This design comes from an exercise in tuning for small area on the open sky130 flow, not from production work. At most, simulation tests tie the RTL to the original design; equivalence was not proved. Power is estimated from default activity; no workload was simulated.

== run M ==
==> flow/design.v <==
module AddRawFN(
  input         clock,
  input         reset,
  input         io_a_isNaN,
  input         io_a_isInf,
  input         io_a_isZero,
  input  [8:0]  io_a_exp,
  input  [22:0] io_a_sig,
  input         io_b_isNaN,
  input         io_b_isInf,
  input         io_b_isZero,
  input  [8:0]  io_b_exp,
  input  [22:0] io_b_sig,
  output        io_invalidExc,
  output        io_rawOut_isNaN,
  output        io_rawOut_isInf,
  output        io_rawOut_isZero,
  output [8:0]  io_rawOut_exp,
  output [22:0] io_rawOut_sig
);
  wire [3:0] flags;
  m_flags uf(io_a_isNaN, io_a_isInf, io_a_isZero, io_a_exp, io_a_sig,
             io_b_isNaN, io_b_isInf, io_b_isZero, io_b_exp, io_b_sig, flags);
  wire swap, swapn, swl, far, m24;
  wire [4:0] m, mn;
  wire [8:0] E;
  m_exp ue(io_a_exp, io_b_exp, swap, swapn, swl, m, mn, far, m24, E);
  wire [24:0] Xn;
  assign Xn[24] = swap;
  c_nor2 ux23(swap, io_b_sig[22], Xn[23]);
  c_o22ai ux1(swapn, io_a_sig[1], swap, io_b_sig[0], Xn[1]);
  c_nand2 ux0(swap, io_a_sig[0], Xn[0]);
  genvar i;
  generate for (i = 2; i <= 22; i = i + 1) begin : gx
    c_o22ai u(swapn, io_a_sig[i], swap, io_b_sig[i-1], Xn[i]);
  end endgenerate
  wire [24:0] y1;
  generate for (i = 0; i <= 8; i = i + 1) begin : gy1
    c_o22ai u(mn[4], Xn[i+16], m[4], Xn[i], y1[i]);
  end endgenerate
  generate for (i = 9; i <= 24; i = i + 1) begin : fy1
    c_nor2 u(m[4], Xn[i], y1[i]);
  end endgenerate
  wire [24:0] y2n;
  generate for (i = 0; i <= 16; i = i + 1) begin : gy2n
    c_o22ai u(mn[3], y1[i+8], m[3], y1[i], y2n[i]);
  end endgenerate
  generate for (i = 17; i <= 24; i = i + 1) begin : fy2n
    c_nand2 u(mn[3], y1[i], y2n[i]);
  end endgenerate
  wire [24:0] y3;
  generate for (i = 0; i <= 20; i = i + 1) begin : gy3
    c_o22ai u(mn[2], y2n[i+4], m[2], y2n[i], y3[i]);
  end endgenerate
  generate for (i = 21; i <= 24; i = i + 1) begin : fy3
    c_nor2 u(m[2], y2n[i], y3[i]);
  end endgenerate
  wire [24:0] y4n;
  generate for (i = 0; i <= 22; i = i + 1) begin : gy4n
    c_o22ai u(mn[1], y3[i+2], m[1], y3[i], y4n[i]);
  end endgenerate
  generate for (i = 23; i <= 24; i = i + 1) begin : fy4n
    c_nand2 u(mn[1], y3[i], y4n[i]);
  end endgenerate
  wire Tpre;
  m_sticky ust(m[4:1], m24, swl, Xn[15:0], y1[7:0], y2n[3:0], y3[1:0], Tpre);
  wire [22:0] L;
  m_lmux ulm(swl, io_a_sig, io_b_sig, L);
  reg [22:0] q_l;
  reg [24:0] q_yn;
  reg        q_m0, q_far, q_t;
  reg [8:0]  q_e;
  reg [3:0]  q_f;
  always @(posedge clock) begin
    q_l <= L;
    q_yn <= y4n;
    q_m0 <= m[0];
    q_far <= far;
    q_t <= Tpre;
    q_e <= E;
    q_f <= flags;
  end
  wire qpA = ~q_m0 | q_far;
  wire qpB = q_m0 | q_far;
  wire [24:0] y5;
  generate for (i = 0; i <= 23; i = i + 1) begin : gy5
    c_o22ai u(qpA, q_yn[i+1], qpB, q_yn[i], y5[i]);
  end endgenerate
  c_nor2 uy5(qpB, q_yn[24], y5[24]);
  wire [23:0] q_b = y5[24:1];
  wire q_g = y5[0];
  wire q_st = (q_t | (q_m0 & ~q_yn[0])) & ~q_far;
  wire [23:0] q_s;
  wire [11:0] q_c;
  m_badd ub({1'b1, q_l}, q_b, q_s, q_c);
  wire [22:0] F;
  wire [8:0] Eo;
  m_s2 u2(q_s, q_c, q_g, q_st, q_e, F, Eo);
  reg [35:0] p2, p3, p4, p5, p6;
  always @(posedge clock) begin
    p2 <= {q_f, Eo, F};
    p3 <= p2;
    p4 <= p3;
    p5 <= p4;
    p6 <= p5;
  end
  assign {io_invalidExc, io_rawOut_isNaN, io_rawOut_isInf, io_rawOut_isZero, io_rawOut_exp, io_rawOut_sig} = p6;
endmodule
module c_o22ai(input a1, a2, b1, b2, output y);
  assign y = ~((a1 | a2) & (b1 | b2));
endmodule
module c_nand2(input a, b, output y);
  assign y = ~(a & b);
endmodule
module c_nor2(input a, b, output y);
  assign y = ~(a | b);
endmodule
module m_flags(input an, ai, az, input [8:0] ae, input [22:0] as, input bn, bi, bz, input [8:0] be, input [22:0] bs,
               output [3:0] flags);
  wire sNaN_a = an & ~ai & ~az & (&ae[7:0]) & ~as[22] & (|as[21:0]);
  wire sNaN_b = bn & ~bi & ~bz & (&be[7:0]) & ~bs[22] & (|bs[21:0]);
  assign flags = {sNaN_a | sNaN_b | (ai & bz) | (az & bi), an | bn, ai | bi, az | bz};
endmodule
module m_exp(input [8:0] ae, be, output swap, swapn, swl, output [4:0] m, mn, output far, m24, output [8:0] E);
  wire [9:0] d = {1'b0, ae} - {1'b0, be};
  wire lt;
  m_cmp uc(ae, be, lt);
  assign swap = lt;
  assign swapn = ~lt;
  assign swl = d[9];
  wire [8:0] nd = ~d[8:0];
  assign far = d[9] ? (nd >= 9'd24) : (d[8:0] >= 9'd25);
  assign m24 = d[9] ? (nd == 9'd23) : (d[8:0] == 9'd24);
  wire [4:0] dl = d[4:0];
  genvar k;
  generate for (k = 0; k < 5; k = k + 1) begin : mx
    m_xx ux(dl[k], lt, m[k], mn[k]);
  end endgenerate
  assign E = d[9] ? be : ae;
endmodule
module m_xx(input d, s, output m, mn);
  assign m = d ^ s;
  assign mn = ~(d ^ s);
endmodule
module m_cmp(input [8:0] a, b, output lt);
  wire [8:0] l0 = ~a & b;
  wire [8:0] e0 = ~(a ^ b);
  wire [3:0] l1, e1;
  genvar k;
  generate for (k = 0; k < 4; k = k + 1) begin : t1
    assign l1[k] = l0[2*k+1] | (e0[2*k+1] & l0[2*k]);
    assign e1[k] = e0[2*k+1] & e0[2*k];
  end endgenerate
  wire [1:0] l2, e2;
  generate for (k = 0; k < 2; k = k + 1) begin : t2
    assign l2[k] = l1[2*k+1] | (e1[2*k+1] & l1[2*k]);
    assign e2[k] = e1[2*k+1] & e1[2*k];
  end endgenerate
  wire l3 = l2[1] | (e2[1] & l2[0]);
  wire e3 = e2[1] & e2[0];
  assign lt = l0[8] | (e0[8] & l3);
endmodule
module m_sticky(input [4:1] m, input m24, swap, input [15:0] xn, input [7:0] y1, input [3:0] y2n,
                input [1:0] y3, output t);
  wire x16 = ~(&xn[15:2]) | (~xn[1] & ~(m24 & ~swap)) | (~xn[0] & ~m24);
  wire [3:0] w;
  c_nor2 u0(y1[0], y1[1], w[0]);
  c_nor2 u1(y1[2], y1[3], w[1]);
  c_nor2 u2(y1[4], y1[5], w[2]);
  c_nor2 u3(y1[6], y1[7], w[3]);
  wire o8, o4, o2n, ta, tb;
  c_nand4 u4(w[0], w[1], w[2], w[3], o8);
  c_nand4 u5(y2n[0], y2n[1], y2n[2], y2n[3], o4);
  c_nor2 u6(y3[0], y3[1], o2n);
  c_a22oi u7(m[4], x16, m[3], o8, ta);
  m_st2 u8(m[2], o4, m[1], o2n, tb);
  c_nand2 u9(ta, tb, t);
endmodule
module m_st2(input m2, o4, m1, o2n, output y);
  assign y = ~((m2 & o4) | (m1 & ~o2n));
endmodule
module c_nand4(input a, b, c, d, output y);
  assign y = ~(a & b & c & d);
endmodule
module c_a22oi(input a1, a2, b1, b2, output y);
  assign y = ~((a1 & a2) | (b1 & b2));
endmodule
module m_lmux(input swap, input [22:0] as, bs, output [22:0] L);
  assign L = swap ? bs : as;
endmodule
module m_badd(input [23:0] A, B, output [23:0] s, output [11:0] c);
  genvar i;
  generate for (i = 0; i < 12; i = i + 1) begin : blk
    m_b2 u(A[2*i+1:2*i], B[2*i+1:2*i], s[2*i+1:2*i], c[i]);
  end endgenerate
endmodule
module m_b2(input [1:0] a, b, output [1:0] s, output c);
  wire g0 = a[0] & b[0];
  assign s[0] = a[0] ^ b[0];
  m_fa f(a[1], b[1], g0, s[1], c);
endmodule
module m_fa(input a, b, ci, output s, co);
  assign s = a ^ b ^ ci;
  assign co = (a & b) | (ci & (a | b));
endmodule
module m_s2(input [23:0] q_s, input [11:0] q_c, input q_g, q_st, input [8:0] q_e, output [22:0] F, output [8:0] Eo);
  wire [23:0] Vn;
  wire V24;
  m_s2v uv(q_s, q_c, q_g, q_st, Vn, V24);
  wire V24n = ~V24;
  genvar j;
  generate for (j = 0; j < 23; j = j + 1) begin : fm
    c_o22ai u(V24n, Vn[j+1], V24, Vn[j], F[j]);
  end endgenerate
  assign Eo = q_e + {8'h0, V24};
endmodule
module m_s2v(input [23:0] q_s, input [11:0] q_c, input q_g, q_st, output [23:0] Vn, output V24);
  wire [11:0] bp, gp, pp;
  genvar k;
  generate for (k = 0; k < 12; k = k + 1) begin : b
    assign bp[k] = q_s[2*k] & q_s[2*k+1];
  end endgenerate
  assign gp[1] = 1'b0; assign pp[1] = 1'b1;
  generate for (k = 1; k < 11; k = k + 1) begin : pf
    assign gp[k+1] = q_c[k] | (bp[k] & gp[k]);
    assign pp[k+1] = bp[k] & pp[k];
  end endgenerate
  wire gpt = q_c[11] | (bp[11] & gp[11]);
  wire ppt = bp[11] & pp[11];
  wire up0 = q_g & (q_st | q_s[0]);
  wire up1 = q_s[0] & (q_g | q_st | q_s[1]);
  wire ovf = gpt | (ppt & q_c[0]);
  wire rnz = ovf ? up1 : up0;
  wire [1:0] r0 = ovf ? {up1, 1'b0} : {1'b0, up0};
  wire co0 = q_c[0] | (bp[0] & rnz);
  wire [1:0] v0 = q_s[1:0] + r0;
  assign Vn[1:0] = ~v0;
  generate for (k = 1; k < 12; k = k + 1) begin : inc
    wire ci = gp[k] | (pp[k] & co0);
    assign Vn[2*k] = ~(q_s[2*k] ^ ci);
    assign Vn[2*k+1] = ~(q_s[2*k+1] ^ (ci & q_s[2*k]));
  end endgenerate
  assign V24 = gpt | (ppt & co0);
endmodule
export LEC_CHECK = 0
export ABC_AREA = 0
export CAP_MARGIN = 20
export CORE_MARGIN = 2
export CORE_UTILIZATION = 55
export CTS_BUF_LIST = sky130_fd_sc_hd__clkbuf_8
export CTS_CLUSTER_DIAMETER = 60
export CTS_CLUSTER_SIZE = 20
export GPL_TIMING_DRIVEN = 0
export SLEW_MARGIN = 20
export SYNTH_HIERARCHICAL = 1
export SYNTH_MINIMUM_KEEP_SIZE = 0
create_clock -name core_clock -period 4.0 [get_ports {clock}]
standard.sh (not shown) runs the stock make flow with config.mk's settings and CLKGATE_MAP_FILE= SYNTH_SCRIPT=/design/flow/synth_recipe.tcl, a recipe that flattens the netlist after the stock synthesis.
==> flow/flow/run.sh <==
#!/bin/bash
# Standard ORFS layout, but with plain buf_1 cells as the port buffers instead of the
# delay cells buffer_ports would otherwise pick. Full make output goes to standard.log.
set -euo pipefail
bash standard.sh "BUFFER_PORTS_ARGS=-buffer_cell sky130_fd_sc_hd__buf_1" finish > standard.log 2>&1
Run M reached the final stage; the timing, design-rule and antenna checks on its layout passed.
Modified inputs, run E compared to run M
diff --git a/flow/design.v b/flow/design.v
--- a/flow/design.v
+++ b/flow/design.v
@@ -63,17 +63,20 @@
     c_nand2 u(mn[1], y3[i], y4n[i]);
   end endgenerate
   wire Tpre;
   m_sticky ust(m[4:1], m24, swl, Xn[15:0], y1[7:0], y2n[3:0], y3[1:0], Tpre);
-  wire [22:0] L;
-  m_lmux ulm(swl, io_a_sig, io_b_sig, L);
-  reg [22:0] q_l;
+  wire [22:0] Ln;
+  wire swln = ~swl;
+  generate for (i = 0; i <= 22; i = i + 1) begin : gl
+    c_o22ai u(swln, io_b_sig[i], swl, io_a_sig[i], Ln[i]);
+  end endgenerate
+  reg [22:0] q_ln;
   reg [24:0] q_yn;
   reg        q_m0, q_far, q_t;
   reg [8:0]  q_e;
   reg [3:0]  q_f;
   always @(posedge clock) begin
-    q_l <= L;
+    q_ln <= Ln;
     q_yn <= y4n;
     q_m0 <= m[0];
     q_far <= far;
     q_t <= Tpre;
@@ -91,9 +94,9 @@
   wire q_g = y5[0];
   wire q_st = (q_t | (q_m0 & ~q_yn[0])) & ~q_far;
   wire [23:0] q_s;
   wire [11:0] q_c;
-  m_badd ub({1'b1, q_l}, q_b, q_s, q_c);
+  m_badd ub({1'b0, q_ln}, q_b, q_s, q_c);
   wire [22:0] F;
   wire [8:0] Eo;
   m_s2 u2(q_s, q_c, q_g, q_st, q_e, F, Eo);
   reg [35:0] p2, p3, p4, p5, p6;
@@ -122,10 +125,9 @@
   assign flags = {sNaN_a | sNaN_b | (ai & bz) | (az & bi), an | bn, ai | bi, az | bz};
 endmodule
 module m_exp(input [8:0] ae, be, output swap, swapn, swl, output [4:0] m, mn, output far, m24, output [8:0] E);
   wire [9:0] d = {1'b0, ae} - {1'b0, be};
-  wire lt;
-  m_cmp uc(ae, be, lt);
+  wire lt = d[9];
   assign swap = lt;
   assign swapn = ~lt;
   assign swl = d[9];
   wire [8:0] nd = ~d[8:0];
@@ -140,26 +142,8 @@
 endmodule
 module m_xx(input d, s, output m, mn);
   assign m = d ^ s;
   assign mn = ~(d ^ s);
-endmodule
-module m_cmp(input [8:0] a, b, output lt);
-  wire [8:0] l0 = ~a & b;
-  wire [8:0] e0 = ~(a ^ b);
-  wire [3:0] l1, e1;
-  genvar k;
-  generate for (k = 0; k < 4; k = k + 1) begin : t1
-    assign l1[k] = l0[2*k+1] | (e0[2*k+1] & l0[2*k]);
-    assign e1[k] = e0[2*k+1] & e0[2*k];
-  end endgenerate
-  wire [1:0] l2, e2;
-  generate for (k = 0; k < 2; k = k + 1) begin : t2
-    assign l2[k] = l1[2*k+1] | (e1[2*k+1] & l1[2*k]);
-    assign e2[k] = e1[2*k+1] & e1[2*k];
-  end endgenerate
-  wire l3 = l2[1] | (e2[1] & l2[0]);
-  wire e3 = e2[1] & e2[0];
-  assign lt = l0[8] | (e0[8] & l3);
 endmodule
 module m_sticky(input [4:1] m, input m24, swap, input [15:0] xn, input [7:0] y1, input [3:0] y2n,
                 input [1:0] y3, output t);
   wire x16 = ~(&xn[15:2]) | (~xn[1] & ~(m24 & ~swap)) | (~xn[0] & ~m24);
@@ -184,18 +168,16 @@
 endmodule
 module c_a22oi(input a1, a2, b1, b2, output y);
   assign y = ~((a1 & a2) | (b1 & b2));
 endmodule
-module m_lmux(input swap, input [22:0] as, bs, output [22:0] L);
-  assign L = swap ? bs : as;
-endmodule
-module m_badd(input [23:0] A, B, output [23:0] s, output [11:0] c);
+module m_badd(input [23:0] An, B, output [23:0] s, output [11:0] c);
   genvar i;
   generate for (i = 0; i < 12; i = i + 1) begin : blk
-    m_b2 u(A[2*i+1:2*i], B[2*i+1:2*i], s[2*i+1:2*i], c[i]);
-  end endgenerate
-endmodule
-module m_b2(input [1:0] a, b, output [1:0] s, output c);
+    m_b2 u(An[2*i+1:2*i], B[2*i+1:2*i], s[2*i+1:2*i], c[i]);
+  end endgenerate
+endmodule
+module m_b2(input [1:0] an, b, output [1:0] s, output c);
+  wire [1:0] a = ~an;
   wire g0 = a[0] & b[0];
   assign s[0] = a[0] ^ b[0];
   m_fa f(a[1], b[1], g0, s[1], c);
 endmodule
Findings:
- Multi-input combinational area share down 1.4 points in run E wrt run M
- Final worst setup slack: run E vs run M up 3.6 ps
- Compared with run M, in run E instance area at placement fell 1.6%, post-synth design cell area lower.
- Compared to run M, run E has number of cells on the critical path 1 lower.
- Between run E and run M, it is run E whose non-clock buffer count is higher, by 7.7%.
- Global-route usage down 0.31 points in run E wrt run M
- Measured against each other, run M and run E differ in maximum fanout encountered on the critical timing path, the higher figure coming from run M.
- Delta(post-cts resize count, run E - run M) > 0
- Run M consumes less power than run E.
The RTL of run E was laid out without a check of its function.

## afterwards: timing with drivers on the ports
The results above use ideal ports. As a check the final layouts listed here were re-extracted and re-timed, cells and wires unchanged.
Step 1: set_driving_cell puts a clkbuf_16 on clock and a buf_2 on each other input, an assumption about the parent block.
Step 2, shift: input delay + t, output delay - t, t = (earliest + latest rising clock arrival at the registers) / 2. This alone moves slack from input paths to output paths.
Three values: ideal, step 1, step 2; two values: the first two.
run	shift t [ns]	setup slack, ns	hold slack, ns	worst setup path after step 2	cell pins on the clock port's net
run M	0.532	0.197 / 0.212 / -0.319	0.333 / 0.333 / 0.333	input to register	1
run E	0.522	0.201 / 0.201 / -0.296	0.328 / 0.328 / 0.328	input to register	1
Met with ideal ports but missed after step 2: setup timing in run M and run E. For run M, which loses most, drivers alone change the setup slack by +0.015 ns; drivers and shift together by -0.516 ns.
